Optimization exercise on an open flow, not production practice.
RTL: at most simulated, not proved equivalent.
Function not checked: run 1.
Power: default activity.

## flow/design.v (module list and top-level ports; edited modules follow where they fit)
// module accelerator: 1811 lines
// module day12_top: 27 lines
module day12_top #(
    parameter MAX_REGION_W = 64,
    parameter MAX_REGION_H = 64
) (
    input  wire clk,
    input  wire rst_n,
    input  wire in_valid,
    input  wire [31:0] in_data,
    output wire in_ready,
    output wire out_valid,
    output wire [31:0] out_data,
    input  wire out_ready
);
  // ...
==> flow/run.sh <==
#!/bin/bash
# synth_recipe.tcl (not shown) runs the flow's synth.tcl, then flattens the netlist and writes it again
# the make line also repeats each setting of config.mk as NAME=value (left out here)
make -C /OpenROAD-flow-scripts/flow DESIGN_CONFIG=/design/flow/config.mk WORK_HOME=/design/flow/orfs CLKGATE_MAP_FILE= SYNTH_SCRIPT=/design/flow/synth_recipe.tcl finish
==> flow/config.mk <==
export PLATFORM = sky130hd
export DESIGN_NAME = day12_top
export DESIGN_NICKNAME = day12_top
export VERILOG_FILES = /design/flow/design.v
export SDC_FILE = /design/flow/constraint.sdc
export NUM_CORES = 4
export LEC_CHECK = 0
export CAP_MARGIN = 20
export CORE_MARGIN = 2
export CORE_UTILIZATION = 40
export SLEW_MARGIN = 20
==> flow/constraint.sdc <==
create_clock -name core_clock -period 14.5 [get_ports {clk}]
set_input_delay 2.9000 -clock core_clock [delete_from_list [all_inputs] [get_ports {clk}]]
set_output_delay 2.9000 -clock core_clock [all_outputs]
set_load 0.01 [all_outputs]
==> impl_metrics.tcl, run 1 <==
set metrics [dict create \
    setup.worst_path.class "reg2reg" \
    globalRouteMet3Util_pct 2.06 \
    clock_latency_at_the_later_pin_of_the_worst_skew_pair_ns 0.58 \
    grt_use_total_pct 20.8 \
    postSynthCellCount 1926 \
    timing.final.crit_period_ns 5.53 \
    critical_path.startpoint "accel.p_wh" \
    met2RoutedLength_um 23200 \
    cp_common_cell "sky130_fd_sc_hd__fa_1" \
    top_signal_layer_used "met4" \
    wl_met1_um 22500 \
    globalRouteMet1Util_pct 28.4 \
    global_route.usage.met2_pct 34.6 \
    synth_most_common_cell "sky130_fd_sc_hd__inv_1" \
    total_setup_buffers_inserted_after_cts 0 \
    clockBufferCount 33 \
    ys_seq_elements 250 \
    power_density_mw_per_mm2 82.4 \
    post_layout_nonfiller_instances 2590 \
    multi_input_area_share_pct 57.8 \
    setup_slack_ns 8.97 \
    die_area_mm2 0.0485 \
    whs_ns 0.441 \
    outcome "no timing/DRC/antenna violations" \
    cp_max_fo 80 \
    r2r_end "accel.acc[2]" \
    endpoint_kind_of_the_worst_setup_timing_path "flip-flop" \
    synth_flop_cell "sky130_fd_sc_hd__dfxtp_1" \
    synthDominantAreaCellType "sky130_fd_sc_hd__dfxtp_1" \
    largest_cell_class "multi-input gates" \
]
==> inputs of run 2 (changes only) <==
--- a/flow/design.v
+++ b/flow/design.v
@@ -961,121 +961,121 @@
 assign pp121 = a3[7] & b3[0];
 assign pp122 = a3[7] & b3[1];
 assign pp123 = a3[7] & b3[2];
 assign pp124 = a3[7] & b3[3];
 assign pp125 = a3[7] & b3[4];
 assign pp126 = a3[7] & b3[5];
 assign pp127 = a3[7] & b3[6];
 assign pp128 = a3[7] & b3[7];
-assign {gk130, gh129} = {1'b0, pp7} + {1'b0, pp14};
-assign {gc132, gs131} = {1'b0, pp8} + {1'b0, pp15} + {1'b0, pp22};
-assign {gc134, gs133} = {1'b0, pp29} + {1'b0, pp36} + {1'b0, pp43};
-assign {gc136, gs135} = {1'b0, pp16} + {1'b0, pp23} + {1'b0, pp30};
-assign {gk138, gh137} = {1'b0, pp37} + {1'b0, pp44};
-assign {gk140, gh139} = {1'b0, pp24} + {1'b0, pp31};
-assign {gk142, gh141} = {1'b0, pp5} + {1'b0, pp12};
-assign {gc144, gs143} = {1'b0, pp6} + {1'b0, pp13} + {1'b0, pp20};
-assign {gc146, gs145} = {1'b0, pp27} + {1'b0, pp34} + {1'b0, pp41};
-assign {gc148, gs147} = {1'b0, pp21} + {1'b0, pp28} + {1'b0, pp35};
-assign {gc150, gs149} = {1'b0, pp42} + {1'b0, pp49} + {1'b0, pp71};
-assign {gc152, gs151} = {1'b0, pp78} + {1'b0, pp85} + {1'b0, pp92};
-assign {gc154, gs153} = {1'b0, pp50} + {1'b0, pp57} + {1'b0, pp72};
-assign {gc156, gs155} = {1'b0, pp79} + {1'b0, pp86} + {1'b0, pp93};
-assign {gc158, gs157} = {1'b0, pp100} + {1'b0, pp107} + {1'b0, pp114};
-assign {gk160, gh159} = {1'b0, pp121} + {1'b0, gk130};
-assign {gc162, gs161} = {1'b0, pp51} + {1'b0, pp58} + {1'b0, pp80};
-assign {gc164, gs163} = {1'b0, pp87} + {1'b0, pp94} + {1'b0, pp101};
-assign {gc166, gs165} = {1'b0, pp108} + {1'b0, pp115} + {1'b0, pp122};
-assign {gc168, gs167} = {1'b0, gh137} + {1'b0, gc132} + {1'b0, gc134};
-assign {gc170, gs169} = {1'b0, pp38} + {1'b0, pp45} + {1'b0, pp52};
-assign {gc172, gs171} = {1'b0, pp59} + {1'b0, pp88} + {1'b0, pp95};
-assign {gc174, gs173} = {1'b0, pp102} + {1'b0, pp109} + {1'b0, pp116};
-assign {gc176, gs175} = {1'b0, pp123} + {1'b0, gk138} + {1'b0, gh139};
-assign {gc178, gs177} = {1'b0, pp32} + {1'b0, pp39} + {1'b0, pp46};
-assign {gc180, gs179} = {1'b0, pp53} + {1'b0, pp60} + {1'b0, pp96};
-assign {gc182, gs181} = {1'b0, pp103} + {1'b0, pp110} + {1'b0, pp117};
-assign {gc184, gs183} = {1'b0, pp40} + {1'b0, pp47} + {1'b0, pp54};
-assign {gc186, gs185} = {1'b0, pp4} + {1'b0, pp11} + {1'b0, pp18};
-assign {gc188, gs187} = {1'b0, pp19} + {1'b0, pp26} + {1'b0, pp33};
-assign {gc190, gs189} = {1'b0, pp69} + {1'b0, pp76} + {1'b0, pp83};
-assign {gc192, gs191} = {1'b0, pp70} + {1'b0, pp77} + {1'b0, pp84};
-assign {gc194, gs193} = {1'b0, pp91} + {1'b0, pp98} + {1'b0, pp105};
-assign {gk196, gh195} = {1'b0, gk142} + {1'b0, gs143};
-assign {gc198, gs197} = {1'b0, pp99} + {1'b0, pp106} + {1'b0, pp113};
-assign {gc200, gs199} = {1'b0, gh129} + {1'b0, gc144} + {1'b0, gc146};
-assign {gc202, gs201} = {1'b0, gs147} + {1'b0, gs149} + {1'b0, gs151};
-assign {gc204, gs203} = {1'b0, gc148} + {1'b0, gc150} + {1'b0, gc152};
-assign {gc206, gs205} = {1'b0, gs153} + {1'b0, gs155} + {1'b0, gs157};
-assign {gc208, gs207} = {1'b0, gs131} + {1'b0, gs133} + {1'b0, gh159};
-assign {gc210, gs209} = {1'b0, gc154} + {1'b0, gc156} + {1'b0, gc158};
-assign {gc212, gs211} = {1'b0, gs161} + {1'b0, gs163} + {1'b0, gs165};
-assign {gc214, gs213} = {1'b0, gs135} + {1'b0, gk160} + {1'b0, gs167};
-assign {gc216, gs215} = {1'b0, gc162} + {1'b0, gc164} + {1'b0, gc166};
-assign {gc218, gs217} = {1'b0, gs169} + {1'b0, gs171} + {1'b0, gs173};
-assign {gc220, gs219} = {1'b0, gc136} + {1'b0, gs175} + {1'b0, gc168};
-assign {gc222, gs221} = {1'b0, pp124} + {1'b0, gk140} + {1'b0, gc170};
-assign {gc224, gs223} = {1'b0, gc172} + {1'b0, gc174} + {1'b0, gs177};
-assign {gc226, gs225} = {1'b0, gs179} + {1'b0, gs181} + {1'b0, gc176};
-assign {gc228, gs227} = {1'b0, pp61} + {1'b0, pp104} + {1'b0, pp111};
-assign {gc230, gs229} = {1'b0, pp118} + {1'b0, pp125} + {1'b0, gc178};
-assign {gc232, gs231} = {1'b0, gc180} + {1'b0, gc182} + {1'b0, gs183};
-assign {gc234, gs233} = {1'b0, pp48} + {1'b0, pp55} + {1'b0, pp62};
-assign {gc236, gs235} = {1'b0, pp112} + {1'b0, pp119} + {1'b0, pp126};
-assign {gc238, gs237} = {1'b0, pp3} + {1'b0, pp10} + {1'b0, pp17};
-assign {gc240, gs239} = {1'b0, pp25} + {1'b0, pp68} + {1'b0, pp75};
-assign {gk242, gh241} = {1'b0, pp82} + {1'b0, pp89};
-assign {gc244, gs243} = {1'b0, pp90} + {1'b0, pp97} + {1'b0, gh141};
-assign {gc246, gs245} = {1'b0, gc186} + {1'b0, gs187} + {1'b0, gs189};
-assign {gc248, gs247} = {1'b0, gc188} + {1'b0, gc190} + {1'b0, gs191};
-assign {gc250, gs249} = {1'b0, gs193} + {1'b0, gs145} + {1'b0, gh195};
-assign {gc252, gs251} = {1'b0, gc192} + {1'b0, gc194} + {1'b0, gs197};
-assign {gc254, gs253} = {1'b0, gk196} + {1'b0, gs199} + {1'b0, gs201};
-assign {gc256, gs255} = {1'b0, gc198} + {1'b0, gc200} + {1'b0, gc202};
-assign {gc258, gs257} = {1'b0, gs203} + {1'b0, gs205} + {1'b0, gs207};
-assign {gc260, gs259} = {1'b0, gc204} + {1'b0, gc206} + {1'b0, gs209};
-assign {gc262, gs261} = {1'b0, gs211} + {1'b0, gc208} + {1'b0, gs213};
-assign {gc264, gs263} = {1'b0, gc210} + {1'b0, gc212} + {1'b0, gs215};
-assign {gc266, gs265} = {1'b0, gs217} + {1'b0, gc214} + {1'b0, gs219};
-assign {gc268, gs267} = {1'b0, gc216} + {1'b0, gc218} + {1'b0, gs221};
-assign {gc270, gs269} = {1'b0, gs223} + {1'b0, gs225} + {1'b0, gc220};
-assign {gc272, gs271} = {1'b0, gs227} + {1'b0, gc222} + {1'b0, gc224};
-assign {gc274, gs273} = {1'b0, gs229} + {1'b0, gs231} + {1'b0, gc226};
-assign {gc276, gs275} = {1'b0, gc228} + {1'b0, gs233} + {1'b0, gs235};
-assign {gc278, gs277} = {1'b0, gc184} + {1'b0, gc230} + {1'b0, gc232};
-assign {gc280, gs279} = {1'b0, pp56} + {1'b0, pp63} + {1'b0, pp120};
-assign {gc282, gs281} = {1'b0, pp127} + {1'b0, gc234} + {1'b0, gc236};
-assign {gk284, gh283} = {1'b0, pp2} + {1'b0, pp9};
-assign {gc286, gs285} = {1'b0, pp67} + {1'b0, pp74} + {1'b0, pp81};
-assign {gc288, gs287} = {1'b0, gh241} + {1'b0, gc238} + {1'b0, gs239};
-assign {gc290, gs289} = {1'b0, gk242} + {1'b0, gc240} + {1'b0, gs243};
-assign {gc292, gs291} = {1'b0, gc244} + {1'b0, gc246} + {1'b0, gs247};
-assign {gc294, gs293} = {1'b0, gc248} + {1'b0, gs251} + {1'b0, gc250};
-assign {gc296, gs295} = {1'b0, gc252} + {1'b0, gc254} + {1'b0, gs255};
-assign {gc298, gs297} = {1'b0, gc256} + {1'b0, gs259} + {1'b0, gc258};
-assign {gc300, gs299} = {1'b0, gc260} + {1'b0, gs263} + {1'b0, gc262};
-assign {gc302, gs301} = {1'b0, gc264} + {1'b0, gs267} + {1'b0, gc266};
-assign {gc304, gs303} = {1'b0, gc268} + {1'b0, gs271} + {1'b0, gs273};
-assign {gc306, gs305} = {1'b0, gs275} + {1'b0, gc272} + {1'b0, gs277};
-assign {gc308, gs307} = {1'b0, gs279} + {1'b0, gc276} + {1'b0, gs281};
-assign {gc310, gs309} = {1'b0, pp64} + {1'b0, pp128} + {1'b0, gc280};
-assign {gk312, gh311} = {1'b0, pp66} + {1'b0, pp73};
-assign {gc314, gs313} = {1'b0, gk284} + {1'b0, gs285} + {1'b0, gs237};
-assign {gc316, gs315} = {1'b0, gc286} + {1'b0, gs185} + {1'b0, gs287};
-assign {gc318, gs317} = {1'b0, gc288} + {1'b0, gs245} + {1'b0, gs289};
-assign {gc320, gs319} = {1'b0, gc290} + {1'b0, gs249} + {1'b0, gs291};
-assign {gc322, gs321} = {1'b0, gc292} + {1'b0, gs253} + {1'b0, gs293};
-assign {gc324, gs323} = {1'b0, gs257} + {1'b0, gc294} + {1'b0, gs295};
-assign {gc326, gs325} = {1'b0, gc296} + {1'b0, gs261} + {1'b0, gs297};
-assign {gc328, gs327} = {1'b0, gs265} + {1'b0, gc298} + {1'b0, gs299};
-assign {gc330, gs329} = {1'b0, gs269} + {1'b0, gc300} + {1'b0, gs301};
-assign {gc332, gs331} = {1'b0, gc270} + {1'b0, gs303} + {1'b0, gc302};
-assign {gc334, gs333} = {1'b0, gc274} + {1'b0, gs305} + {1'b0, gc304};
-assign {gc336, gs335} = {1'b0, gs307} + {1'b0, gc278} + {1'b0, gc306};
-assign {gc338, gs337} = {1'b0, gs309} + {1'b0, gc282} + {1'b0, gc308};
+day12_ha u_gh129 (.a(pp7), .b(pp14), .s(gh129), .co(gk130));
+day12_fa u_gs131 (.a(pp8), .b(pp15), .c(pp22), .s(gs131), .co(gc132));
+day12_fa u_gs133 (.a(pp29), .b(pp36), .c(pp43), .s(gs133), .co(gc134));
+day12_fa u_gs135 (.a(pp16), .b(pp23), .c(pp30), .s(gs135), .co(gc136));
+day12_ha u_gh137 (.a(pp37), .b(pp44), .s(gh137), .co(gk138));
+day12_ha u_gh139 (.a(pp24), .b(pp31), .s(gh139), .co(gk140));
+day12_ha u_gh141 (.a(pp5), .b(pp12), .s(gh141), .co(gk142));
+day12_fa u_gs143 (.a(pp6), .b(pp13), .c(pp20), .s(gs143), .co(gc144));
+day12_fa u_gs145 (.a(pp27), .b(pp34), .c(pp41), .s(gs145), .co(gc146));
+day12_fa u_gs147 (.a(pp21), .b(pp28), .c(pp35), .s(gs147), .co(gc148));
+day12_fa u_gs149 (.a(pp42), .b(pp49), .c(pp71), .s(gs149), .co(gc150));
+day12_fa u_gs151 (.a(pp78), .b(pp85), .c(pp92), .s(gs151), .co(gc152));
+day12_fa u_gs153 (.a(pp50), .b(pp57), .c(pp72), .s(gs153), .co(gc154));
+day12_fa u_gs155 (.a(pp79), .b(pp86), .c(pp93), .s(gs155), .co(gc156));
+day12_fa u_gs157 (.a(pp100), .b(pp107), .c(pp114), .s(gs157), .co(gc158));
+day12_ha u_gh159 (.a(pp121), .b(gk130), .s(gh159), .co(gk160));
+day12_fa u_gs161 (.a(pp51), .b(pp58), .c(pp80), .s(gs161), .co(gc162));
+day12_fa u_gs163 (.a(pp87), .b(pp94), .c(pp101), .s(gs163), .co(gc164));
+day12_fa u_gs165 (.a(pp108), .b(pp115), .c(pp122), .s(gs165), .co(gc166));
+day12_fa u_gs167 (.a(gh137), .b(gc132), .c(gc134), .s(gs167), .co(gc168));
+day12_fa u_gs169 (.a(pp38), .b(pp45), .c(pp52), .s(gs169), .co(gc170));
+day12_fa u_gs171 (.a(pp59), .b(pp88), .c(pp95), .s(gs171), .co(gc172));
+day12_fa u_gs173 (.a(pp102), .b(pp109), .c(pp116), .s(gs173), .co(gc174));
+day12_fa u_gs175 (.a(pp123), .b(gk138), .c(gh139), .s(gs175), .co(gc176));
+day12_fa u_gs177 (.a(pp32), .b(pp39), .c(pp46), .s(gs177), .co(gc178));
+day12_fa u_gs179 (.a(pp53), .b(pp60), .c(pp96), .s(gs179), .co(gc180));
+day12_fa u_gs181 (.a(pp103), .b(pp110), .c(pp117), .s(gs181), .co(gc182));
+day12_fa u_gs183 (.a(pp40), .b(pp47), .c(pp54), .s(gs183), .co(gc184));
+day12_fa u_gs185 (.a(pp4), .b(pp11), .c(pp18), .s(gs185), .co(gc186));
+day12_fa u_gs187 (.a(pp19), .b(pp26), .c(pp33), .s(gs187), .co(gc188));
+day12_fa u_gs189 (.a(pp69), .b(pp76), .c(pp83), .s(gs189), .co(gc190));
+day12_fa u_gs191 (.a(pp70), .b(pp77), .c(pp84), .s(gs191), .co(gc192));
+day12_fa u_gs193 (.a(pp91), .b(pp98), .c(pp105), .s(gs193), .co(gc194));
+day12_ha u_gh195 (.a(gk142), .b(gs143), .s(gh195), .co(gk196));
+day12_fa u_gs197 (.a(pp99), .b(pp106), .c(pp113), .s(gs197), .co(gc198));
+day12_fa u_gs199 (.a(gh129), .b(gc144), .c(gc146), .s(gs199), .co(gc200));
+day12_fa u_gs201 (.a(gs147), .b(gs149), .c(gs151), .s(gs201), .co(gc202));
+day12_fa u_gs203 (.a(gc148), .b(gc150), .c(gc152), .s(gs203), .co(gc204));
+day12_fa u_gs205 (.a(gs153), .b(gs155), .c(gs157), .s(gs205), .co(gc206));
+day12_fa u_gs207 (.a(gs131), .b(gs133), .c(gh159), .s(gs207), .co(gc208));
+day12_fa u_gs209 (.a(gc154), .b(gc156), .c(gc158), .s(gs209), .co(gc210));
+day12_fa u_gs211 (.a(gs161), .b(gs163), .c(gs165), .s(gs211), .co(gc212));
+day12_fa u_gs213 (.a(gs135), .b(gk160), .c(gs167), .s(gs213), .co(gc214));
+day12_fa u_gs215 (.a(gc162), .b(gc164), .c(gc166), .s(gs215), .co(gc216));
+day12_fa u_gs217 (.a(gs169), .b(gs171), .c(gs173), .s(gs217), .co(gc218));
+day12_fa u_gs219 (.a(gc136), .b(gs175), .c(gc168), .s(gs219), .co(gc220));
+day12_fa u_gs221 (.a(pp124), .b(gk140), .c(gc170), .s(gs221), .co(gc222));
+day12_fa u_gs223 (.a(gc172), .b(gc174), .c(gs177), .s(gs223), .co(gc224));
+day12_fa u_gs225 (.a(gs179), .b(gs181), .c(gc176), .s(gs225), .co(gc226));
+day12_fa u_gs227 (.a(pp61), .b(pp104), .c(pp111), .s(gs227), .co(gc228));
+day12_fa u_gs229 (.a(pp118), .b(pp125), .c(gc178), .s(gs229), .co(gc230));
+day12_fa u_gs231 (.a(gc180), .b(gc182), .c(gs183), .s(gs231), .co(gc232));
+day12_fa u_gs233 (.a(pp48), .b(pp55), .c(pp62), .s(gs233), .co(gc234));
+day12_fa u_gs235 (.a(pp112), .b(pp119), .c(pp126), .s(gs235), .co(gc236));
+day12_fa u_gs237 (.a(pp3), .b(pp10), .c(pp17), .s(gs237), .co(gc238));
+day12_fa u_gs239 (.a(pp25), .b(pp68), .c(pp75), .s(gs239), .co(gc240));
+day12_ha u_gh241 (.a(pp82), .b(pp89), .s(gh241), .co(gk242));
+day12_fa u_gs243 (.a(pp90), .b(pp97), .c(gh141), .s(gs243), .co(gc244));
+day12_fa u_gs245 (.a(gc186), .b(gs187), .c(gs189), .s(gs245), .co(gc246));
+day12_fa u_gs247 (.a(gc188), .b(gc190), .c(gs191), .s(gs247), .co(gc248));
+day12_fa u_gs249 (.a(gs193), .b(gs145), .c(gh195), .s(gs249), .co(gc250));
+day12_fa u_gs251 (.a(gc192), .b(gc194), .c(gs197), .s(gs251), .co(gc252));
+day12_fa u_gs253 (.a(gk196), .b(gs199), .c(gs201), .s(gs253), .co(gc254));
+day12_fa u_gs255 (.a(gc198), .b(gc200), .c(gc202), .s(gs255), .co(gc256));
+day12_fa u_gs257 (.a(gs203), .b(gs205), .c(gs207), .s(gs257), .co(gc258));
+day12_fa u_gs259 (.a(gc204), .b(gc206), .c(gs209), .s(gs259), .co(gc260));
+day12_fa u_gs261 (.a(gs211), .b(gc208), .c(gs213), .s(gs261), .co(gc262));
+day12_fa u_gs263 (.a(gc210), .b(gc212), .c(gs215), .s(gs263), .co(gc264));
+day12_fa u_gs265 (.a(gs217), .b(gc214), .c(gs219), .s(gs265), .co(gc266));
+day12_fa u_gs267 (.a(gc216), .b(gc218), .c(gs221), .s(gs267), .co(gc268));
+day12_fa u_gs269 (.a(gs223), .b(gs225), .c(gc220), .s(gs269), .co(gc270));
+day12_fa u_gs271 (.a(gs227), .b(gc222), .c(gc224), .s(gs271), .co(gc272));
+day12_fa u_gs273 (.a(gs229), .b(gs231), .c(gc226), .s(gs273), .co(gc274));
+day12_fa u_gs275 (.a(gc228), .b(gs233), .c(gs235), .s(gs275), .co(gc276));
+day12_fa u_gs277 (.a(gc184), .b(gc230), .c(gc232), .s(gs277), .co(gc278));
+day12_fa u_gs279 (.a(pp56), .b(pp63), .c(pp120), .s(gs279), .co(gc280));
+day12_fa u_gs281 (.a(pp127), .b(gc234), .c(gc236), .s(gs281), .co(gc282));
+day12_ha u_gh283 (.a(pp2), .b(pp9), .s(gh283), .co(gk284));
+day12_fa u_gs285 (.a(pp67), .b(pp74), .c(pp81), .s(gs285), .co(gc286));
+day12_fa u_gs287 (.a(gh241), .b(gc238), .c(gs239), .s(gs287), .co(gc288));
+day12_fa u_gs289 (.a(gk242), .b(gc240), .c(gs243), .s(gs289), .co(gc290));
+day12_fa u_gs291 (.a(gc244), .b(gc246), .c(gs247), .s(gs291), .co(gc292));
+day12_fa u_gs293 (.a(gc248), .b(gs251), .c(gc250), .s(gs293), .co(gc294));
+day12_fa u_gs295 (.a(gc252), .b(gc254), .c(gs255), .s(gs295), .co(gc296));
+day12_fa u_gs297 (.a(gc256), .b(gs259), .c(gc258), .s(gs297), .co(gc298));
+day12_fa u_gs299 (.a(gc260), .b(gs263), .c(gc262), .s(gs299), .co(gc300));
+day12_fa u_gs301 (.a(gc264), .b(gs267), .c(gc266), .s(gs301), .co(gc302));
+day12_fa u_gs303 (.a(gc268), .b(gs271), .c(gs273), .s(gs303), .co(gc304));
+day12_fa u_gs305 (.a(gs275), .b(gc272), .c(gs277), .s(gs305), .co(gc306));
+day12_fa u_gs307 (.a(gs279), .b(gc276), .c(gs281), .s(gs307), .co(gc308));
+day12_fa u_gs309 (.a(pp64), .b(pp128), .c(gc280), .s(gs309), .co(gc310));
+day12_ha u_gh311 (.a(pp66), .b(pp73), .s(gh311), .co(gk312));
+day12_fa u_gs313 (.a(gk284), .b(gs285), .c(gs237), .s(gs313), .co(gc314));
+day12_fa u_gs315 (.a(gc286), .b(gs185), .c(gs287), .s(gs315), .co(gc316));
+day12_fa u_gs317 (.a(gc288), .b(gs245), .c(gs289), .s(gs317), .co(gc318));
+day12_fa u_gs319 (.a(gc290), .b(gs249), .c(gs291), .s(gs319), .co(gc320));
+day12_fa u_gs321 (.a(gc292), .b(gs253), .c(gs293), .s(gs321), .co(gc322));
+day12_fa u_gs323 (.a(gs257), .b(gc294), .c(gs295), .s(gs323), .co(gc324));
+day12_fa u_gs325 (.a(gc296), .b(gs261), .c(gs297), .s(gs325), .co(gc326));
+day12_fa u_gs327 (.a(gs265), .b(gc298), .c(gs299), .s(gs327), .co(gc328));
+day12_fa u_gs329 (.a(gs269), .b(gc300), .c(gs301), .s(gs329), .co(gc330));
+day12_fa u_gs331 (.a(gc270), .b(gs303), .c(gc302), .s(gs331), .co(gc332));
+day12_fa u_gs333 (.a(gc274), .b(gs305), .c(gc304), .s(gs333), .co(gc334));
+day12_fa u_gs335 (.a(gs307), .b(gc278), .c(gc306), .s(gs335), .co(gc336));
+day12_fa u_gs337 (.a(gs309), .b(gc282), .c(gc308), .s(gs337), .co(gc338));
 assign pp339 = a0[0] & b0[0];
 assign pp340 = a1[0] & b1q[0];
 assign pp341 = a1[0] & b1w[0];
 assign pp342 = a0[0] & b0[1];
 assign pp343 = a1[0] & b1q[1];
 assign pp344 = a1[0] & b1w[1];
 assign pp345 = a0[0] & b0[2];
 assign pp346 = a1[0] & b1q[2];
@@ -1204,124 +1204,124 @@
 assign pp469 = a0[7] & b0[4];
 assign pp470 = a1[7] & b1q[4];
 assign pp471 = a0[7] & b0[5];
 assign pp472 = a1[7] & b1q[5];
 assign pp473 = a0[7] & b0[6];
 assign pp474 = a1[7] & b1q[6];
 assign pp475 = a0[7] & b0[7];
 assign pp476 = a1[7] & b1q[7];
-assign {mk478, mh477} = {1'b0, pp355} + {1'b0, pp356};
-assign {mc480, ms479} = {1'b0, pp357} + {1'b0, pp358} + {1'b0, pp374};
-assign {mc482, ms481} = {1'b0, pp375} + {1'b0, pp390} + {1'b0, pp391};
-assign {mc484, ms483} = {1'b0, pp376} + {1'b0, pp377} + {1'b0, pp392};
-assign {mk486, mh485} = {1'b0, pp393} + {1'b0, pp407};
-assign {mk488, mh487} = {1'b0, pp394} + {1'b0, pp395};
-assign {mk490, mh489} = {1'b0, pp351} + {1'b0, pp352};
-assign {mc492, ms491} = {1'b0, pp353} + {1'b0, pp354} + {1'b0, pp370};
-assign {mc494, ms493} = {1'b0, pp371} + {1'b0, pp386} + {1'b0, pp387};
-assign {mc496, ms495} = {1'b0, pp372} + {1'b0, pp373} + {1'b0, pp388};
-assign {mc498, ms497} = {1'b0, pp389} + {1'b0, pp403} + {1'b0, pp404};
-assign {mc500, ms499} = {1'b0, pp417} + {1'b0, pp418} + {1'b0, pp431};
-assign {mc502, ms501} = {1'b0, pp405} + {1'b0, pp406} + {1'b0, pp419};
-assign {mc504, ms503} = {1'b0, pp420} + {1'b0, pp433} + {1'b0, pp434};
-assign {mc506, ms505} = {1'b0, pp447} + {1'b0, pp448} + {1'b0, pp461};
-assign {mk508, mh507} = {1'b0, pp462} + {1'b0, mk478};
-assign {mc510, ms509} = {1'b0, pp408} + {1'b0, pp421} + {1'b0, pp422};
-assign {mc512, ms511} = {1'b0, pp435} + {1'b0, pp436} + {1'b0, pp449};
-assign {mc514, ms513} = {1'b0, pp450} + {1'b0, pp463} + {1'b0, pp464};
-assign {mc516, ms515} = {1'b0, mh485} + {1'b0, mc480} + {1'b0, mc482};
-assign {mc518, ms517} = {1'b0, pp409} + {1'b0, pp410} + {1'b0, pp423};
-assign {mc520, ms519} = {1'b0, pp424} + {1'b0, pp437} + {1'b0, pp438};
-assign {mc522, ms521} = {1'b0, pp451} + {1'b0, pp452} + {1'b0, pp465};
-assign {mc524, ms523} = {1'b0, pp466} + {1'b0, mk486} + {1'b0, mh487};
-assign {mc526, ms525} = {1'b0, pp411} + {1'b0, pp412} + {1'b0, pp425};
-assign {mc528, ms527} = {1'b0, pp426} + {1'b0, pp439} + {1'b0, pp440};
-assign {mc530, ms529} = {1'b0, pp453} + {1'b0, pp454} + {1'b0, pp467};
-assign {mc532, ms531} = {1'b0, pp427} + {1'b0, pp428} + {1'b0, pp441};
-assign {mc534, ms533} = {1'b0, pp348} + {1'b0, pp349} + {1'b0, pp365};
-assign {mc536, ms535} = {1'b0, pp368} + {1'b0, pp369} + {1'b0, pp384};
-assign {mc538, ms537} = {1'b0, pp385} + {1'b0, pp399} + {1'b0, pp400};
-assign {mc540, ms539} = {1'b0, pp401} + {1'b0, pp402} + {1'b0, pp415};
-assign {mc542, ms541} = {1'b0, pp416} + {1'b0, pp429} + {1'b0, pp430};
-assign {mk544, mh543} = {1'b0, mk490} + {1'b0, ms491};
-assign {mc546, ms545} = {1'b0, pp432} + {1'b0, pp445} + {1'b0, pp446};
-assign {mc548, ms547} = {1'b0, mh477} + {1'b0, mc492} + {1'b0, mc494};
-assign {mc550, ms549} = {1'b0, ms495} + {1'b0, ms497} + {1'b0, ms499};
-assign {mc552, ms551} = {1'b0, mc496} + {1'b0, mc498} + {1'b0, mc500};
-assign {mc554, ms553} = {1'b0, ms501} + {1'b0, ms503} + {1'b0, ms505};
-assign {mc556, ms555} = {1'b0, ms479} + {1'b0, ms481} + {1'b0, mh507};
-assign {mc558, ms557} = {1'b0, mc502} + {1'b0, mc504} + {1'b0, mc506};
-assign {mc560, ms559} = {1'b0, ms509} + {1'b0, ms511} + {1'b0, ms513};
-assign {mc562, ms561} = {1'b0, ms483} + {1'b0, mk508} + {1'b0, ms515};
-assign {mc564, ms563} = {1'b0, mc510} + {1'b0, mc512} + {1'b0, mc514};
-assign {mc566, ms565} = {1'b0, ms517} + {1'b0, ms519} + {1'b0, ms521};
-assign {mc568, ms567} = {1'b0, mc484} + {1'b0, ms523} + {1'b0, mc516};
-assign {mc570, ms569} = {1'b0, pp468} + {1'b0, mk488} + {1'b0, mc518};
-assign {mc572, ms571} = {1'b0, mc520} + {1'b0, mc522} + {1'b0, ms525};
-assign {mc574, ms573} = {1'b0, ms527} + {1'b0, ms529} + {1'b0, mc524};
-assign {mc576, ms575} = {1'b0, pp442} + {1'b0, pp455} + {1'b0, pp456};
-assign {mc578, ms577} = {1'b0, pp469} + {1'b0, pp470} + {1'b0, mc526};
-assign {mc580, ms579} = {1'b0, mc528} + {1'b0, mc530} + {1'b0, ms531};
-assign {mc582, ms581} = {1'b0, pp443} + {1'b0, pp444} + {1'b0, pp457};
-assign {mc584, ms583} = {1'b0, pp458} + {1'b0, pp471} + {1'b0, pp472};
-assign {mc586, ms585} = {1'b0, pp345} + {1'b0, pp346} + {1'b0, pp362};
-assign {mc588, ms587} = {1'b0, pp366} + {1'b0, pp381} + {1'b0, pp382};
-assign {mk590, mh589} = {1'b0, pp396} + {1'b0, pp397};
-assign {mc592, ms591} = {1'b0, pp413} + {1'b0, pp414} + {1'b0, mh489};
-assign {mc594, ms593} = {1'b0, mc534} + {1'b0, ms535} + {1'b0, ms537};
-assign {mc596, ms595} = {1'b0, mc536} + {1'b0, mc538} + {1'b0, ms539};
-assign {mc598, ms597} = {1'b0, ms541} + {1'b0, ms493} + {1'b0, mh543};
-assign {mc600, ms599} = {1'b0, mc540} + {1'b0, mc542} + {1'b0, ms545};
-assign {mc602, ms601} = {1'b0, mk544} + {1'b0, ms547} + {1'b0, ms549};
-assign {mc604, ms603} = {1'b0, mc546} + {1'b0, mc548} + {1'b0, mc550};
-assign {mc606, ms605} = {1'b0, ms551} + {1'b0, ms553} + {1'b0, ms555};
-assign {mc608, ms607} = {1'b0, mc552} + {1'b0, mc554} + {1'b0, ms557};
-assign {mc610, ms609} = {1'b0, ms559} + {1'b0, mc556} + {1'b0, ms561};
-assign {mc612, ms611} = {1'b0, mc558} + {1'b0, mc560} + {1'b0, ms563};
-assign {mc614, ms613} = {1'b0, ms565} + {1'b0, mc562} + {1'b0, ms567};
-assign {mc616, ms615} = {1'b0, mc564} + {1'b0, mc566} + {1'b0, ms569};
-assign {mc618, ms617} = {1'b0, ms571} + {1'b0, ms573} + {1'b0, mc568};
-assign {mc620, ms619} = {1'b0, ms575} + {1'b0, mc570} + {1'b0, mc572};
-assign {mc622, ms621} = {1'b0, ms577} + {1'b0, ms579} + {1'b0, mc574};
-assign {mc624, ms623} = {1'b0, mc576} + {1'b0, ms581} + {1'b0, ms583};
-assign {mc626, ms625} = {1'b0, mc532} + {1'b0, mc578} + {1'b0, mc580};
-assign {mc628, ms627} = {1'b0, pp459} + {1'b0, pp460} + {1'b0, pp473};
-assign {mc630, ms629} = {1'b0, pp474} + {1'b0, mc582} + {1'b0, mc584};
-assign {mk632, mh631} = {1'b0, pp342} + {1'b0, pp343};
-assign {mc634, ms633} = {1'b0, pp363} + {1'b0, pp378} + {1'b0, pp379};
-assign {mc636, ms635} = {1'b0, mh589} + {1'b0, mc586} + {1'b0, ms587};
-assign {mc638, ms637} = {1'b0, mk590} + {1'b0, mc588} + {1'b0, ms591};
-assign {mc640, ms639} = {1'b0, mc592} + {1'b0, mc594} + {1'b0, ms595};
-assign {mc642, ms641} = {1'b0, mc596} + {1'b0, ms599} + {1'b0, mc598};
-assign {mc644, ms643} = {1'b0, mc600} + {1'b0, mc602} + {1'b0, ms603};
-assign {mc646, ms645} = {1'b0, mc604} + {1'b0, ms607} + {1'b0, mc606};
-assign {mc648, ms647} = {1'b0, mc608} + {1'b0, ms611} + {1'b0, mc610};
-assign {mc650, ms649} = {1'b0, mc612} + {1'b0, ms615} + {1'b0, mc614};
-assign {mc652, ms651} = {1'b0, mc616} + {1'b0, ms619} + {1'b0, ms621};
-assign {mc654, ms653} = {1'b0, ms623} + {1'b0, mc620} + {1'b0, ms625};
-assign {mc656, ms655} = {1'b0, ms627} + {1'b0, mc624} + {1'b0, ms629};
-assign {mc658, ms657} = {1'b0, pp475} + {1'b0, pp476} + {1'b0, mc628};
-assign {mk660, mh659} = {1'b0, pp350} + {1'b0, pp367};
-assign {mk662, mh661} = {1'b0, pp359} + {1'b0, pp360};
-assign {mc664, ms663} = {1'b0, mk632} + {1'b0, ms633} + {1'b0, ms585};
-assign {mc666, ms665} = {1'b0, mc634} + {1'b0, ms533} + {1'b0, ms635};
-assign {mc668, ms667} = {1'b0, mc636} + {1'b0, ms593} + {1'b0, ms637};
-assign {mc670, ms669} = {1'b0, mc638} + {1'b0, ms597} + {1'b0, ms639};
-assign {mc672, ms671} = {1'b0, mc640} + {1'b0, ms601} + {1'b0, ms641};
-assign {mc674, ms673} = {1'b0, ms605} + {1'b0, mc642} + {1'b0, ms643};
-assign {mc676, ms675} = {1'b0, mc644} + {1'b0, ms609} + {1'b0, ms645};
-assign {mc678, ms677} = {1'b0, ms613} + {1'b0, mc646} + {1'b0, ms647};
-assign {mc680, ms679} = {1'b0, ms617} + {1'b0, mc648} + {1'b0, ms649};
-assign {mc682, ms681} = {1'b0, mc618} + {1'b0, ms651} + {1'b0, mc650};
-assign {mc684, ms683} = {1'b0, mc622} + {1'b0, ms653} + {1'b0, mc652};
-assign {mc686, ms685} = {1'b0, ms655} + {1'b0, mc626} + {1'b0, mc654};
-assign {mc688, ms687} = {1'b0, ms657} + {1'b0, mc630} + {1'b0, mc656};
-assign {mk690, mh689} = {1'b0, pp347} + {1'b0, pp364};
-assign {mc692, ms691} = {1'b0, pp383} + {1'b0, pp398} + {1'b0, mh659};
+day12_ha u_mh477 (.a(pp355), .b(pp356), .s(mh477), .co(mk478));
+day12_fa u_ms479 (.a(pp357), .b(pp358), .c(pp374), .s(ms479), .co(mc480));
+day12_fa u_ms481 (.a(pp375), .b(pp390), .c(pp391), .s(ms481), .co(mc482));
+day12_fa u_ms483 (.a(pp376), .b(pp377), .c(pp392), .s(ms483), .co(mc484));
+day12_ha u_mh485 (.a(pp393), .b(pp407), .s(mh485), .co(mk486));
+day12_ha u_mh487 (.a(pp394), .b(pp395), .s(mh487), .co(mk488));
+day12_ha u_mh489 (.a(pp351), .b(pp352), .s(mh489), .co(mk490));
+day12_fa u_ms491 (.a(pp353), .b(pp354), .c(pp370), .s(ms491), .co(mc492));
+day12_fa u_ms493 (.a(pp371), .b(pp386), .c(pp387), .s(ms493), .co(mc494));
+day12_fa u_ms495 (.a(pp372), .b(pp373), .c(pp388), .s(ms495), .co(mc496));
+day12_fa u_ms497 (.a(pp389), .b(pp403), .c(pp404), .s(ms497), .co(mc498));
+day12_fa u_ms499 (.a(pp417), .b(pp418), .c(pp431), .s(ms499), .co(mc500));
+day12_fa u_ms501 (.a(pp405), .b(pp406), .c(pp419), .s(ms501), .co(mc502));
+day12_fa u_ms503 (.a(pp420), .b(pp433), .c(pp434), .s(ms503), .co(mc504));
+day12_fa u_ms505 (.a(pp447), .b(pp448), .c(pp461), .s(ms505), .co(mc506));
+day12_ha u_mh507 (.a(pp462), .b(mk478), .s(mh507), .co(mk508));
+day12_fa u_ms509 (.a(pp408), .b(pp421), .c(pp422), .s(ms509), .co(mc510));
+day12_fa u_ms511 (.a(pp435), .b(pp436), .c(pp449), .s(ms511), .co(mc512));
+day12_fa u_ms513 (.a(pp450), .b(pp463), .c(pp464), .s(ms513), .co(mc514));
+day12_fa u_ms515 (.a(mh485), .b(mc480), .c(mc482), .s(ms515), .co(mc516));
+day12_fa u_ms517 (.a(pp409), .b(pp410), .c(pp423), .s(ms517), .co(mc518));
+day12_fa u_ms519 (.a(pp424), .b(pp437), .c(pp438), .s(ms519), .co(mc520));
+day12_fa u_ms521 (.a(pp451), .b(pp452), .c(pp465), .s(ms521), .co(mc522));
+day12_fa u_ms523 (.a(pp466), .b(mk486), .c(mh487), .s(ms523), .co(mc524));
+day12_fa u_ms525 (.a(pp411), .b(pp412), .c(pp425), .s(ms525), .co(mc526));
+day12_fa u_ms527 (.a(pp426), .b(pp439), .c(pp440), .s(ms527), .co(mc528));
+day12_fa u_ms529 (.a(pp453), .b(pp454), .c(pp467), .s(ms529), .co(mc530));
+day12_fa u_ms531 (.a(pp427), .b(pp428), .c(pp441), .s(ms531), .co(mc532));
+day12_fa u_ms533 (.a(pp348), .b(pp349), .c(pp365), .s(ms533), .co(mc534));
+day12_fa u_ms535 (.a(pp368), .b(pp369), .c(pp384), .s(ms535), .co(mc536));
+day12_fa u_ms537 (.a(pp385), .b(pp399), .c(pp400), .s(ms537), .co(mc538));
+day12_fa u_ms539 (.a(pp401), .b(pp402), .c(pp415), .s(ms539), .co(mc540));
+day12_fa u_ms541 (.a(pp416), .b(pp429), .c(pp430), .s(ms541), .co(mc542));
+day12_ha u_mh543 (.a(mk490), .b(ms491), .s(mh543), .co(mk544));
+day12_fa u_ms545 (.a(pp432), .b(pp445), .c(pp446), .s(ms545), .co(mc546));
+day12_fa u_ms547 (.a(mh477), .b(mc492), .c(mc494), .s(ms547), .co(mc548));
+day12_fa u_ms549 (.a(ms495), .b(ms497), .c(ms499), .s(ms549), .co(mc550));
+day12_fa u_ms551 (.a(mc496), .b(mc498), .c(mc500), .s(ms551), .co(mc552));
+day12_fa u_ms553 (.a(ms501), .b(ms503), .c(ms505), .s(ms553), .co(mc554));
+day12_fa u_ms555 (.a(ms479), .b(ms481), .c(mh507), .s(ms555), .co(mc556));
+day12_fa u_ms557 (.a(mc502), .b(mc504), .c(mc506), .s(ms557), .co(mc558));
+day12_fa u_ms559 (.a(ms509), .b(ms511), .c(ms513), .s(ms559), .co(mc560));
+day12_fa u_ms561 (.a(ms483), .b(mk508), .c(ms515), .s(ms561), .co(mc562));
+day12_fa u_ms563 (.a(mc510), .b(mc512), .c(mc514), .s(ms563), .co(mc564));
+day12_fa u_ms565 (.a(ms517), .b(ms519), .c(ms521), .s(ms565), .co(mc566));
+day12_fa u_ms567 (.a(mc484), .b(ms523), .c(mc516), .s(ms567), .co(mc568));
+day12_fa u_ms569 (.a(pp468), .b(mk488), .c(mc518), .s(ms569), .co(mc570));
+day12_fa u_ms571 (.a(mc520), .b(mc522), .c(ms525), .s(ms571), .co(mc572));
+day12_fa u_ms573 (.a(ms527), .b(ms529), .c(mc524), .s(ms573), .co(mc574));
+day12_fa u_ms575 (.a(pp442), .b(pp455), .c(pp456), .s(ms575), .co(mc576));
+day12_fa u_ms577 (.a(pp469), .b(pp470), .c(mc526), .s(ms577), .co(mc578));
+day12_fa u_ms579 (.a(mc528), .b(mc530), .c(ms531), .s(ms579), .co(mc580));
+day12_fa u_ms581 (.a(pp443), .b(pp444), .c(pp457), .s(ms581), .co(mc582));
+day12_fa u_ms583 (.a(pp458), .b(pp471), .c(pp472), .s(ms583), .co(mc584));
+day12_fa u_ms585 (.a(pp345), .b(pp346), .c(pp362), .s(ms585), .co(mc586));
+day12_fa u_ms587 (.a(pp366), .b(pp381), .c(pp382), .s(ms587), .co(mc588));
+day12_ha u_mh589 (.a(pp396), .b(pp397), .s(mh589), .co(mk590));
+day12_fa u_ms591 (.a(pp413), .b(pp414), .c(mh489), .s(ms591), .co(mc592));
+day12_fa u_ms593 (.a(mc534), .b(ms535), .c(ms537), .s(ms593), .co(mc594));
+day12_fa u_ms595 (.a(mc536), .b(mc538), .c(ms539), .s(ms595), .co(mc596));
+day12_fa u_ms597 (.a(ms541), .b(ms493), .c(mh543), .s(ms597), .co(mc598));
+day12_fa u_ms599 (.a(mc540), .b(mc542), .c(ms545), .s(ms599), .co(mc600));
+day12_fa u_ms601 (.a(mk544), .b(ms547), .c(ms549), .s(ms601), .co(mc602));
+day12_fa u_ms603 (.a(mc546), .b(mc548), .c(mc550), .s(ms603), .co(mc604));
+day12_fa u_ms605 (.a(ms551), .b(ms553), .c(ms555), .s(ms605), .co(mc606));
+day12_fa u_ms607 (.a(mc552), .b(mc554), .c(ms557), .s(ms607), .co(mc608));
+day12_fa u_ms609 (.a(ms559), .b(mc556), .c(ms561), .s(ms609), .co(mc610));
+day12_fa u_ms611 (.a(mc558), .b(mc560), .c(ms563), .s(ms611), .co(mc612));
+day12_fa u_ms613 (.a(ms565), .b(mc562), .c(ms567), .s(ms613), .co(mc614));
+day12_fa u_ms615 (.a(mc564), .b(mc566), .c(ms569), .s(ms615), .co(mc616));
+day12_fa u_ms617 (.a(ms571), .b(ms573), .c(mc568), .s(ms617), .co(mc618));
+day12_fa u_ms619 (.a(ms575), .b(mc570), .c(mc572), .s(ms619), .co(mc620));
+day12_fa u_ms621 (.a(ms577), .b(ms579), .c(mc574), .s(ms621), .co(mc622));
+day12_fa u_ms623 (.a(mc576), .b(ms581), .c(ms583), .s(ms623), .co(mc624));
+day12_fa u_ms625 (.a(mc532), .b(mc578), .c(mc580), .s(ms625), .co(mc626));
+day12_fa u_ms627 (.a(pp459), .b(pp460), .c(pp473), .s(ms627), .co(mc628));
+day12_fa u_ms629 (.a(pp474), .b(mc582), .c(mc584), .s(ms629), .co(mc630));
+day12_ha u_mh631 (.a(pp342), .b(pp343), .s(mh631), .co(mk632));
+day12_fa u_ms633 (.a(pp363), .b(pp378), .c(pp379), .s(ms633), .co(mc634));
+day12_fa u_ms635 (.a(mh589), .b(mc586), .c(ms587), .s(ms635), .co(mc636));
+day12_fa u_ms637 (.a(mk590), .b(mc588), .c(ms591), .s(ms637), .co(mc638));
+day12_fa u_ms639 (.a(mc592), .b(mc594), .c(ms595), .s(ms639), .co(mc640));
+day12_fa u_ms641 (.a(mc596), .b(ms599), .c(mc598), .s(ms641), .co(mc642));
+day12_fa u_ms643 (.a(mc600), .b(mc602), .c(ms603), .s(ms643), .co(mc644));
+day12_fa u_ms645 (.a(mc604), .b(ms607), .c(mc606), .s(ms645), .co(mc646));
+day12_fa u_ms647 (.a(mc608), .b(ms611), .c(mc610), .s(ms647), .co(mc648));
+day12_fa u_ms649 (.a(mc612), .b(ms615), .c(mc614), .s(ms649), .co(mc650));
+day12_fa u_ms651 (.a(mc616), .b(ms619), .c(ms621), .s(ms651), .co(mc652));
+day12_fa u_ms653 (.a(ms623), .b(mc620), .c(ms625), .s(ms653), .co(mc654));
+day12_fa u_ms655 (.a(ms627), .b(mc624), .c(ms629), .s(ms655), .co(mc656));
+day12_fa u_ms657 (.a(pp475), .b(pp476), .c(mc628), .s(ms657), .co(mc658));
+day12_ha u_mh659 (.a(pp350), .b(pp367), .s(mh659), .co(mk660));
+day12_ha u_mh661 (.a(pp359), .b(pp360), .s(mh661), .co(mk662));
+day12_fa u_ms663 (.a(mk632), .b(ms633), .c(ms585), .s(ms663), .co(mc664));
+day12_fa u_ms665 (.a(mc634), .b(ms533), .c(ms635), .s(ms665), .co(mc666));
+day12_fa u_ms667 (.a(mc636), .b(ms593), .c(ms637), .s(ms667), .co(mc668));
+day12_fa u_ms669 (.a(mc638), .b(ms597), .c(ms639), .s(ms669), .co(mc670));
+day12_fa u_ms671 (.a(mc640), .b(ms601), .c(ms641), .s(ms671), .co(mc672));
+day12_fa u_ms673 (.a(ms605), .b(mc642), .c(ms643), .s(ms673), .co(mc674));
+day12_fa u_ms675 (.a(mc644), .b(ms609), .c(ms645), .s(ms675), .co(mc676));
+day12_fa u_ms677 (.a(ms613), .b(mc646), .c(ms647), .s(ms677), .co(mc678));
+day12_fa u_ms679 (.a(ms617), .b(mc648), .c(ms649), .s(ms679), .co(mc680));
+day12_fa u_ms681 (.a(mc618), .b(ms651), .c(mc650), .s(ms681), .co(mc682));
+day12_fa u_ms683 (.a(mc622), .b(ms653), .c(mc652), .s(ms683), .co(mc684));
+day12_fa u_ms685 (.a(ms655), .b(mc626), .c(mc654), .s(ms685), .co(mc686));
+day12_fa u_ms687 (.a(ms657), .b(mc630), .c(mc656), .s(ms687), .co(mc688));
+day12_ha u_mh689 (.a(pp347), .b(pp364), .s(mh689), .co(mk690));
+day12_fa u_ms691 (.a(pp383), .b(pp398), .c(mh659), .s(ms691), .co(mc692));
 wire [15:0] w_in = r_data[15:0];
 wire [15:0] h_in = r_data[31:16];
 reg big;
 integer bi, bj;
 always @(*) begin
     big = 1'b0;
     for (bi = 4; bi < 16; bi = bi + 1)
         for (bj = 19 - bi; bj < 16; bj = bj + 1)
@@ -1716,76 +1716,76 @@
 assign ag53 = acc[12] & ~p_wh;
 assign ag54 = acc[13] & ~p_wh;
 assign ag55 = acc[14] & ~p_wh;
 assign ag56 = acc[15] & ~p_wh;
 assign ag57 = acc[16] & ~p_wh;
 assign ag58 = acc[17] & ~p_wh;
 assign ag59 = acc[18] & ~p_wh;
 assign ag60 = acc[19] & ~p_wh;
-assign {bk62, bh61} = {1'b0, sm0_0} + {1'b0, sm1_0};
-assign {bc64, bs63} = {1'b0, sm0_1} + {1'b0, sm1_1} + {1'b0, ag42};
-assign {bc66, bs65} = {1'b0, sm0_2} + {1'b0, sm1_2} + {1'b0, ag43};
-assign {bc68, bs67} = {1'b0, sm0_3} + {1'b0, sm1_3} + {1'b0, ag44};
-assign {bc70, bs69} = {1'b0, sm0_4} + {1'b0, sm1_4} + {1'b0, ag45};
-assign {bc72, bs71} = {1'b0, sm0_5} + {1'b0, sm1_5} + {1'b0, ag46};
-assign {bc74, bs73} = {1'b0, sm0_6} + {1'b0, sm1_6} + {1'b0, ag47};
-assign {bc76, bs75} = {1'b0, sm0_7} + {1'b0, sm1_7} + {1'b0, ag48};
-assign {bc78, bs77} = {1'b0, sm0_8} + {1'b0, sm1_8} + {1'b0, ag49};
-assign {bc80, bs79} = {1'b0, sm0_9} + {1'b0, sm1_9} + {1'b0, ag50};
-assign {bc82, bs81} = {1'b0, sm0_10} + {1'b0, sm1_10} + {1'b0, ag51};
-assign {bc84, bs83} = {1'b0, sm0_11} + {1'b0, sm1_11} + {1'b0, ag52};
-assign {bc86, bs85} = {1'b0, sm0_12} + {1'b0, sm1_12} + {1'b0, ag53};
-assign {bc88, bs87} = {1'b0, sm0_13} + {1'b0, sm1_13} + {1'b0, ag54};
-assign {bc90, bs89} = {1'b0, sm0_14} + {1'b0, sm1_14} + {1'b0, ag55};
-assign {bc92, bs91} = {1'b0, sm0_15} + {1'b0, sm1_15} + {1'b0, ag56};
-assign {bk94, bh93} = {1'b0, sm0_16} + {1'b0, ag57};
-assign {bc96, bs95} = {1'b0, sm0_17} + {1'b0, sm1_17} + {1'b0, ag58};
-assign {bc98, bs97} = {1'b0, sm0_18} + {1'b0, sm1_18} + {1'b0, ag59};
-assign {bc100, bs99} = {1'b0, sm0_19} + {1'b0, sm1_19} + {1'b0, ag60};
-assign {bk102, bh101} = {1'b0, ag41} + {1'b0, bh61};
-assign {bc104, bs103} = {1'b0, bk62} + {1'b0, gm2} + {1'b0, gm22};
-assign {bc106, bs105} = {1'b0, gm3} + {1'b0, gm23} + {1'b0, bc64};
-assign {bc108, bs107} = {1'b0, gm4} + {1'b0, gm24} + {1'b0, bc66};
-assign {bc110, bs109} = {1'b0, gm5} + {1'b0, gm25} + {1'b0, bc68};
-assign {bc112, bs111} = {1'b0, gm6} + {1'b0, gm26} + {1'b0, bc70};
-assign {bc114, bs113} = {1'b0, gm7} + {1'b0, gm27} + {1'b0, bc72};
-assign {bc116, bs115} = {1'b0, gm8} + {1'b0, gm28} + {1'b0, bc74};
-assign {bc118, bs117} = {1'b0, gm9} + {1'b0, gm29} + {1'b0, bc76};
-assign {bc120, bs119} = {1'b0, gm10} + {1'b0, gm30} + {1'b0, bc78};
-assign {bc122, bs121} = {1'b0, gm11} + {1'b0, gm31} + {1'b0, bc80};
-assign {bc124, bs123} = {1'b0, gm12} + {1'b0, gm32} + {1'b0, bc82};
-assign {bc126, bs125} = {1'b0, gm13} + {1'b0, gm33} + {1'b0, bc84};
-assign {bc128, bs127} = {1'b0, gm14} + {1'b0, gm34} + {1'b0, bc86};
-assign {bc130, bs129} = {1'b0, gm15} + {1'b0, gm35} + {1'b0, bc88};
-assign {bc132, bs131} = {1'b0, gm16} + {1'b0, gm36} + {1'b0, bc90};
-assign {bc134, bs133} = {1'b0, gm17} + {1'b0, gm37} + {1'b0, bh93};
-assign {bc136, bs135} = {1'b0, gm18} + {1'b0, gm38} + {1'b0, bk94};
-assign {bc138, bs137} = {1'b0, gm19} + {1'b0, gm39} + {1'b0, bc96};
-assign {bc140, bs139} = {1'b0, gm20} + {1'b0, gm40} + {1'b0, bc98};
-assign {bk142, bh141} = {1'b0, gm1} + {1'b0, gm21};
-assign {bc144, bs143} = {1'b0, bk102} + {1'b0, bs63} + {1'b0, bs103};
-assign {bc146, bs145} = {1'b0, bs65} + {1'b0, bc104} + {1'b0, bs105};
-assign {bc148, bs147} = {1'b0, bs67} + {1'b0, bc106} + {1'b0, bs107};
-assign {bc150, bs149} = {1'b0, bs69} + {1'b0, bc108} + {1'b0, bs109};
-assign {bc152, bs151} = {1'b0, bs71} + {1'b0, bc110} + {1'b0, bs111};
-assign {bc154, bs153} = {1'b0, bs73} + {1'b0, bc112} + {1'b0, bs113};
-assign {bc156, bs155} = {1'b0, bs75} + {1'b0, bc114} + {1'b0, bs115};
-assign {bc158, bs157} = {1'b0, bs77} + {1'b0, bc116} + {1'b0, bs117};
-assign {bc160, bs159} = {1'b0, bs79} + {1'b0, bc118} + {1'b0, bs119};
-assign {bc162, bs161} = {1'b0, bs81} + {1'b0, bc120} + {1'b0, bs121};
-assign {bc164, bs163} = {1'b0, bs83} + {1'b0, bc122} + {1'b0, bs123};
-assign {bc166, bs165} = {1'b0, bs85} + {1'b0, bc124} + {1'b0, bs125};
-assign {bc168, bs167} = {1'b0, bs87} + {1'b0, bc126} + {1'b0, bs127};
-assign {bc170, bs169} = {1'b0, bs89} + {1'b0, bc128} + {1'b0, bs129};
-assign {bc172, bs171} = {1'b0, bs91} + {1'b0, bc130} + {1'b0, bs131};
-assign {bc174, bs173} = {1'b0, bc92} + {1'b0, bs133} + {1'b0, bc132};
-assign {bc176, bs175} = {1'b0, bs95} + {1'b0, bc134} + {1'b0, bs135};
-assign {bc178, bs177} = {1'b0, bs97} + {1'b0, bc136} + {1'b0, bs137};
-assign {bc180, bs179} = {1'b0, bs99} + {1'b0, bc138} + {1'b0, bs139};
+day12_ha u_bh61 (.a(sm0_0), .b(sm1_0), .s(bh61), .co(bk62));
+day12_fa u_bs63 (.a(sm0_1), .b(sm1_1), .c(ag42), .s(bs63), .co(bc64));
+day12_fa u_bs65 (.a(sm0_2), .b(sm1_2), .c(ag43), .s(bs65), .co(bc66));
+day12_fa u_bs67 (.a(sm0_3), .b(sm1_3), .c(ag44), .s(bs67), .co(bc68));
+day12_fa u_bs69 (.a(sm0_4), .b(sm1_4), .c(ag45), .s(bs69), .co(bc70));
+day12_fa u_bs71 (.a(sm0_5), .b(sm1_5), .c(ag46), .s(bs71), .co(bc72));
+day12_fa u_bs73 (.a(sm0_6), .b(sm1_6), .c(ag47), .s(bs73), .co(bc74));
+day12_fa u_bs75 (.a(sm0_7), .b(sm1_7), .c(ag48), .s(bs75), .co(bc76));
+day12_fa u_bs77 (.a(sm0_8), .b(sm1_8), .c(ag49), .s(bs77), .co(bc78));
+day12_fa u_bs79 (.a(sm0_9), .b(sm1_9), .c(ag50), .s(bs79), .co(bc80));
+day12_fa u_bs81 (.a(sm0_10), .b(sm1_10), .c(ag51), .s(bs81), .co(bc82));
+day12_fa u_bs83 (.a(sm0_11), .b(sm1_11), .c(ag52), .s(bs83), .co(bc84));
+day12_fa u_bs85 (.a(sm0_12), .b(sm1_12), .c(ag53), .s(bs85), .co(bc86));
+day12_fa u_bs87 (.a(sm0_13), .b(sm1_13), .c(ag54), .s(bs87), .co(bc88));
+day12_fa u_bs89 (.a(sm0_14), .b(sm1_14), .c(ag55), .s(bs89), .co(bc90));
+day12_fa u_bs91 (.a(sm0_15), .b(sm1_15), .c(ag56), .s(bs91), .co(bc92));
+day12_ha u_bh93 (.a(sm0_16), .b(ag57), .s(bh93), .co(bk94));
+day12_fa u_bs95 (.a(sm0_17), .b(sm1_17), .c(ag58), .s(bs95), .co(bc96));
+day12_fa u_bs97 (.a(sm0_18), .b(sm1_18), .c(ag59), .s(bs97), .co(bc98));
+day12_fa u_bs99 (.a(sm0_19), .b(sm1_19), .c(ag60), .s(bs99), .co(bc100));
+day12_ha u_bh101 (.a(ag41), .b(bh61), .s(bh101), .co(bk102));
+day12_fa u_bs103 (.a(bk62), .b(gm2), .c(gm22), .s(bs103), .co(bc104));
+day12_fa u_bs105 (.a(gm3), .b(gm23), .c(bc64), .s(bs105), .co(bc106));
+day12_fa u_bs107 (.a(gm4), .b(gm24), .c(bc66), .s(bs107), .co(bc108));
+day12_fa u_bs109 (.a(gm5), .b(gm25), .c(bc68), .s(bs109), .co(bc110));
+day12_fa u_bs111 (.a(gm6), .b(gm26), .c(bc70), .s(bs111), .co(bc112));
+day12_fa u_bs113 (.a(gm7), .b(gm27), .c(bc72), .s(bs113), .co(bc114));
+day12_fa u_bs115 (.a(gm8), .b(gm28), .c(bc74), .s(bs115), .co(bc116));
+day12_fa u_bs117 (.a(gm9), .b(gm29), .c(bc76), .s(bs117), .co(bc118));
+day12_fa u_bs119 (.a(gm10), .b(gm30), .c(bc78), .s(bs119), .co(bc120));
+day12_fa u_bs121 (.a(gm11), .b(gm31), .c(bc80), .s(bs121), .co(bc122));
+day12_fa u_bs123 (.a(gm12), .b(gm32), .c(bc82), .s(bs123), .co(bc124));
+day12_fa u_bs125 (.a(gm13), .b(gm33), .c(bc84), .s(bs125), .co(bc126));
+day12_fa u_bs127 (.a(gm14), .b(gm34), .c(bc86), .s(bs127), .co(bc128));
+day12_fa u_bs129 (.a(gm15), .b(gm35), .c(bc88), .s(bs129), .co(bc130));
+day12_fa u_bs131 (.a(gm16), .b(gm36), .c(bc90), .s(bs131), .co(bc132));
+day12_fa u_bs133 (.a(gm17), .b(gm37), .c(bh93), .s(bs133), .co(bc134));
+day12_fa u_bs135 (.a(gm18), .b(gm38), .c(bk94), .s(bs135), .co(bc136));
+day12_fa u_bs137 (.a(gm19), .b(gm39), .c(bc96), .s(bs137), .co(bc138));
+day12_fa u_bs139 (.a(gm20), .b(gm40), .c(bc98), .s(bs139), .co(bc140));
+day12_ha u_bh141 (.a(gm1), .b(gm21), .s(bh141), .co(bk142));
+day12_fa u_bs143 (.a(bk102), .b(bs63), .c(bs103), .s(bs143), .co(bc144));
+day12_fa u_bs145 (.a(bs65), .b(bc104), .c(bs105), .s(bs145), .co(bc146));
+day12_fa u_bs147 (.a(bs67), .b(bc106), .c(bs107), .s(bs147), .co(bc148));
+day12_fa u_bs149 (.a(bs69), .b(bc108), .c(bs109), .s(bs149), .co(bc150));
+day12_fa u_bs151 (.a(bs71), .b(bc110), .c(bs111), .s(bs151), .co(bc152));
+day12_fa u_bs153 (.a(bs73), .b(bc112), .c(bs113), .s(bs153), .co(bc154));
+day12_fa u_bs155 (.a(bs75), .b(bc114), .c(bs115), .s(bs155), .co(bc156));
+day12_fa u_bs157 (.a(bs77), .b(bc116), .c(bs117), .s(bs157), .co(bc158));
+day12_fa u_bs159 (.a(bs79), .b(bc118), .c(bs119), .s(bs159), .co(bc160));
+day12_fa u_bs161 (.a(bs81), .b(bc120), .c(bs121), .s(bs161), .co(bc162));
+day12_fa u_bs163 (.a(bs83), .b(bc122), .c(bs123), .s(bs163), .co(bc164));
+day12_fa u_bs165 (.a(bs85), .b(bc124), .c(bs125), .s(bs165), .co(bc166));
+day12_fa u_bs167 (.a(bs87), .b(bc126), .c(bs127), .s(bs167), .co(bc168));
+day12_fa u_bs169 (.a(bs89), .b(bc128), .c(bs129), .s(bs169), .co(bc170));
+day12_fa u_bs171 (.a(bs91), .b(bc130), .c(bs131), .s(bs171), .co(bc172));
+day12_fa u_bs173 (.a(bc92), .b(bs133), .c(bc132), .s(bs173), .co(bc174));
+day12_fa u_bs175 (.a(bs95), .b(bc134), .c(bs135), .s(bs175), .co(bc176));
+day12_fa u_bs177 (.a(bs97), .b(bc136), .c(bs137), .s(bs177), .co(bc178));
+day12_fa u_bs179 (.a(bs99), .b(bc138), .c(bs139), .s(bs179), .co(bc180));
 assign sum_s = {bc178, bc176, bc174, bc172, bc170, bc168, bc166, bc164, bc162, bc160, bc158, bc156, bc154, bc152, bc150, bc148, bc146, bc144, bk142, bh141};
 assign sum_c = {bs179, bs177, bs175, bs173, bs171, bs169, bs167, bs165, bs163, bs161, bs159, bs157, bs155, bs153, bs151, bs149, bs147, bs145, bs143, bh101};
 wire [19:0] sum = sum_s + sum_c;
 wire        sat = p_big | sum[19];
 wire        fit = p_q2 & sum[19];
 reg         f_fit, f_end;
 always @(posedge clk) begin
     if (p_wh)
@@ -1804,16 +1804,35 @@
         f_end <= p_end;
         if (f_end)
             ovalid <= 1'b1;
         else if (ovalid && out_ready)
             ovalid <= 1'b0;
     end
 end
 endmodule
+module day12_fa (
+    input  wire a,
+    input  wire b,
+    input  wire c,
+    output wire s,
+    output wire co
+);
+assign s  = a ^ b ^ c;
+assign co = (a & b) | (c & (a ^ b));
+endmodule
+module day12_ha (
+    input  wire a,
+    input  wire b,
+    output wire s,
+    output wire co
+);
+assign s  = a ^ b;
+assign co = a & b;
+endmodule
 `timescale 1ns / 1ps
 module day12_top #(
     parameter MAX_REGION_W = 64,
     parameter MAX_REGION_H = 64
 ) (
     input  wire clk,
     input  wire rst_n,
     input  wire in_valid,
==> flow/config.mk (replaced) <==
export PLATFORM = sky130hd
export DESIGN_NAME = day12_top
export DESIGN_NICKNAME = day12_top
export VERILOG_FILES = /design/flow/design.v
export SDC_FILE = /design/flow/constraint.sdc
export NUM_CORES = 4
export LEC_CHECK = 0
export CAP_MARGIN = 20
export CORE_MARGIN = 2
export CORE_UTILIZATION = 60
export CTS_BUF_LIST = sky130_fd_sc_hd__clkbuf_4
export SLEW_MARGIN = 20
export SYNTH_HIERARCHICAL = 1
==> run 2 against run 1 <==
  * Area after synthesis down 6.7%
  * Via count decreased by 4.8%
  * Non-clock buffer count decreased by 7
  * First-iteration DRC count grew 25%
  * Combinational power rose by 34%
  * Flip-flop and latch count unchanged
  * Clock power fell by 14%
  * Design area is 7.9% lower
  * Sequential power up 3.3%
  * Cell count down 18%
  * Sequential share of layout area up 2.1 points
  * Critical endpoint is now accel.acc[12]
==> impl_metrics.tcl, run 2 <==
set metrics [dict create \
    wire_per_inst_um 22.1 \
    setup.worst_path.class "reg2reg" \
    grt_use_total_pct 32.3 \
    cp_common_cell "sky130_fd_sc_hd__fa_1" \
    grt_max_degree 82 \
    cts_buffer_depth 3 \
    synth_most_common_cell "sky130_fd_sc_hd__nor2b_1" \
    yosys-top-cells-area "sky130_fd_sc_hd__fa_1 (29%), sky130_fd_sc_hd__dfxtp_1 (28%), sky130_fd_sc_hd__nor2b_1 (11%), sky130_fd_sc_hd__mux2i_1 (4.9%), sky130_fd_sc_hd__ha_1 (4.4%)" \
    power_leakage_nw 8.66 \
    worst_hold_startpoint "accel.r_end" \
    die_area_mm2 0.0304 \
    grt_pass1_vias 13400 \
    finalHoldViolCount 0 \
    firstDrtPassIters 5 \
    power_density_mw_per_mm2 89.1 \
    most_common_library_cell_in_the_layout_ignoring_fill_and_taps "sky130_fd_sc_hd__nor2b_1" \
    clock_latency_at_the_later_pin_of_the_worst_skew_pair_ns 0.74 \
    reg_top3 "accel.cells (64), accel.r_data (32), accel.acc (20)" \
    period_share_pct 37.5 \
    cp_max_fo 81 \
    grt_overflow_total 0 \
    clk_pin_slew_ns 0.07 \
    r2r_end "accel.acc[12]" \
    post_layout_nonfiller_instances 2134 \
    design.final.nets 2051 \
    floorplan.core_area_mm2 0.0286 \
    reg2regPathDepth 14 \
    min_path_cells 1 \
    area.sequential_mm2 0.00504 \
    synth_flop_cell "sky130_fd_sc_hd__dfxtp_1" \
    antenna_found_initial 4 \
    endpoint_kind_of_the_worst_setup_timing_path "flip-flop" \
    max_slew_violation_count 0 \
    setup_slack_ns 9.06 \
    timing.max_cap.violations 0 \
    layout.cells.most_common_list "sky130_fd_sc_hd__nor2b_1 (295), sky130_fd_sc_hd__fa_1 (250), sky130_fd_sc_hd__dfxtp_1 (246), sky130_fd_sc_hd__nor2_1 (142), sky130_fd_sc_hd__clkbuf_4 (96)" \
    timing.final.crit_period_ns 5.44 \
    clock_skew_ns 0.0543 \
    grt_pass1_wl_um 75100 \
    cell_row_count 62 \
    total_standard_cell_area_after_synthesis_mm2 0.0174 \
    placement.io_buffers 53 \
    postSynthCellCount 1625 \
    drt_iter0_markers 1169 \
    reg2reg_setup_slack_ns 9.06 \
    whs_ns 0.382 \
    flip_flop_count_of_the_largest_register_all_copies_and_words_added 64 \
    hold_fix_buffers_cts 0 \
    place.detailed.instances 2016 \
    ys.warnings.count 7 \
    path_class_of_the_lowest_slack_min_delay_path "reg2reg" \
    gpl.final_weighted_congestion 0.894 \
    clock_tree.htree_level_count 3 \
    route.final.wire_length_um 47200 \
    number_of_synthesized_flops_with_an_enable_pin 3 \
    floorplan.initialDensity_pct 60.9 \
    place.detailed.hpwl_um 33700 \
    ys_seq_elements 250 \
    place_worst_setup_slack_ns 9.12 \
    outcome "no timing/DRC/antenna violations" \
    power.total_w 0.00172 \
    total_setup_buffers_inserted_after_cts 0 \
    unrepaired_setup_endpoints_after_global_routing "false" \
    fraction_of_layout_instances_using_a_drive_strength_above_1_pct 10.6 \
    asyncSetResetFlopFracSynth_pct 0 \
    synthDominantAreaCellType "sky130_fd_sc_hd__fa_1" \
    drc 0 \
    synth.top_cell.area_share_pct 28.7 \
    num-fill-cells 2282 \
    vias_per_cell 5.92 \
    critical_path.slowest_cell "sky130_fd_sc_hd__buf_4" \
]
-- run 2: stage by stage --
step                instance area, um2  utilization, %
floorplan                        17500               -
global placement                 18400            64.2
detailed placement               18400            64.2
CTS                              19300            67.3
global route                     19300            67.3
finish                           19300            67.3
-- run 2: cells by family (layout without fill, tap and decap cells) --
kind of cell / Yosys count / in the layout / synth area share (%)
compound gates: 155 / 155 / 6.61
xor+xnor: 35 / 35 / 1.76
fa+ha+maj: 312 / 312 / 33.2
buf+inv: 135 / 243 / 3.26
flops: 250 / 250 / 28.9
mux: 102 / 102 / 5.98
other cells: 1 / 18 / 0.0215
simple gates: 635 / 635 / 20.3
-- run 2: power by group --
part | internal, W | switching [W] | leakage (nW)
clock network | 0.000345 | 0.000313 | 0.518
logic | 0.000130 | 0.000147 | 6.10
registers | 0.000734 | 0.0000470 | 2.04
-- run 2: worst max-delay path, delay by kind of cell, from the launching register on --
kind | cells | cell delay, ns
fa+ha+maj | 4 | 1.58
simple gates | 3 | 1.16
buf+inv | 1 | 0.60
flops | 1 | 0.31
xor+xnor | 1 | 0.20
mux | 1 | 0.40
compound gates | 4 | 1.07
-- run 2: Yosys stat by module (local to each module, per instance), a selection --
module    copies in the design  flops+latches  cell area [um2]
day12_fa                   249              0             20.0
day12_ha                    24              0             12.5
-- run 2: cell type report --
| type | count | area share [%] |
|---|---|---|
| well taps | 384 | 2.49 |
| repair buffers | 99 | 4.51 |
| clock buffers | 96 | 3.74 |
| flip-flops and latches | 250 | 26.1 |
| clock inverters | 20 | 0.831 |
| inverters | 28 | 0.546 |
| multi-input cells | 1255 | 61.7 |
| diodes | 2 | 0.0260 |
-- run 2: worst max path at each step --
stage,start,cells past startpoint,endpoint
2_1_floorplan,accel.p_wh,16,accel.acc[10]
3_3_place_gp,accel.p_wh,15,accel.acc[15]
3_5_place_dp,accel.p_wh,14,accel.acc[17]
4_1_cts,accel.p_wh,14,accel.acc[17]
5_1_grt,accel.p_wh,15,accel.acc[12]
6_report,accel.p_wh,14,accel.acc[12]
-- run 2: metal layers --
metal | global-route usage (%) | up-vias | share of wire, %
met5 | 0 | - | 0.021
met3 | 6.32 | 130 | 7.2
met4 | 12.3 | 2 | 3.2
met1 | 45.2 | 6359 | 44
met2 | 50.2 | 501 | 46
li1 | - | 5634 | -
Testbench counts of run 2, summed over its fixed seeds: cycles 41,753.
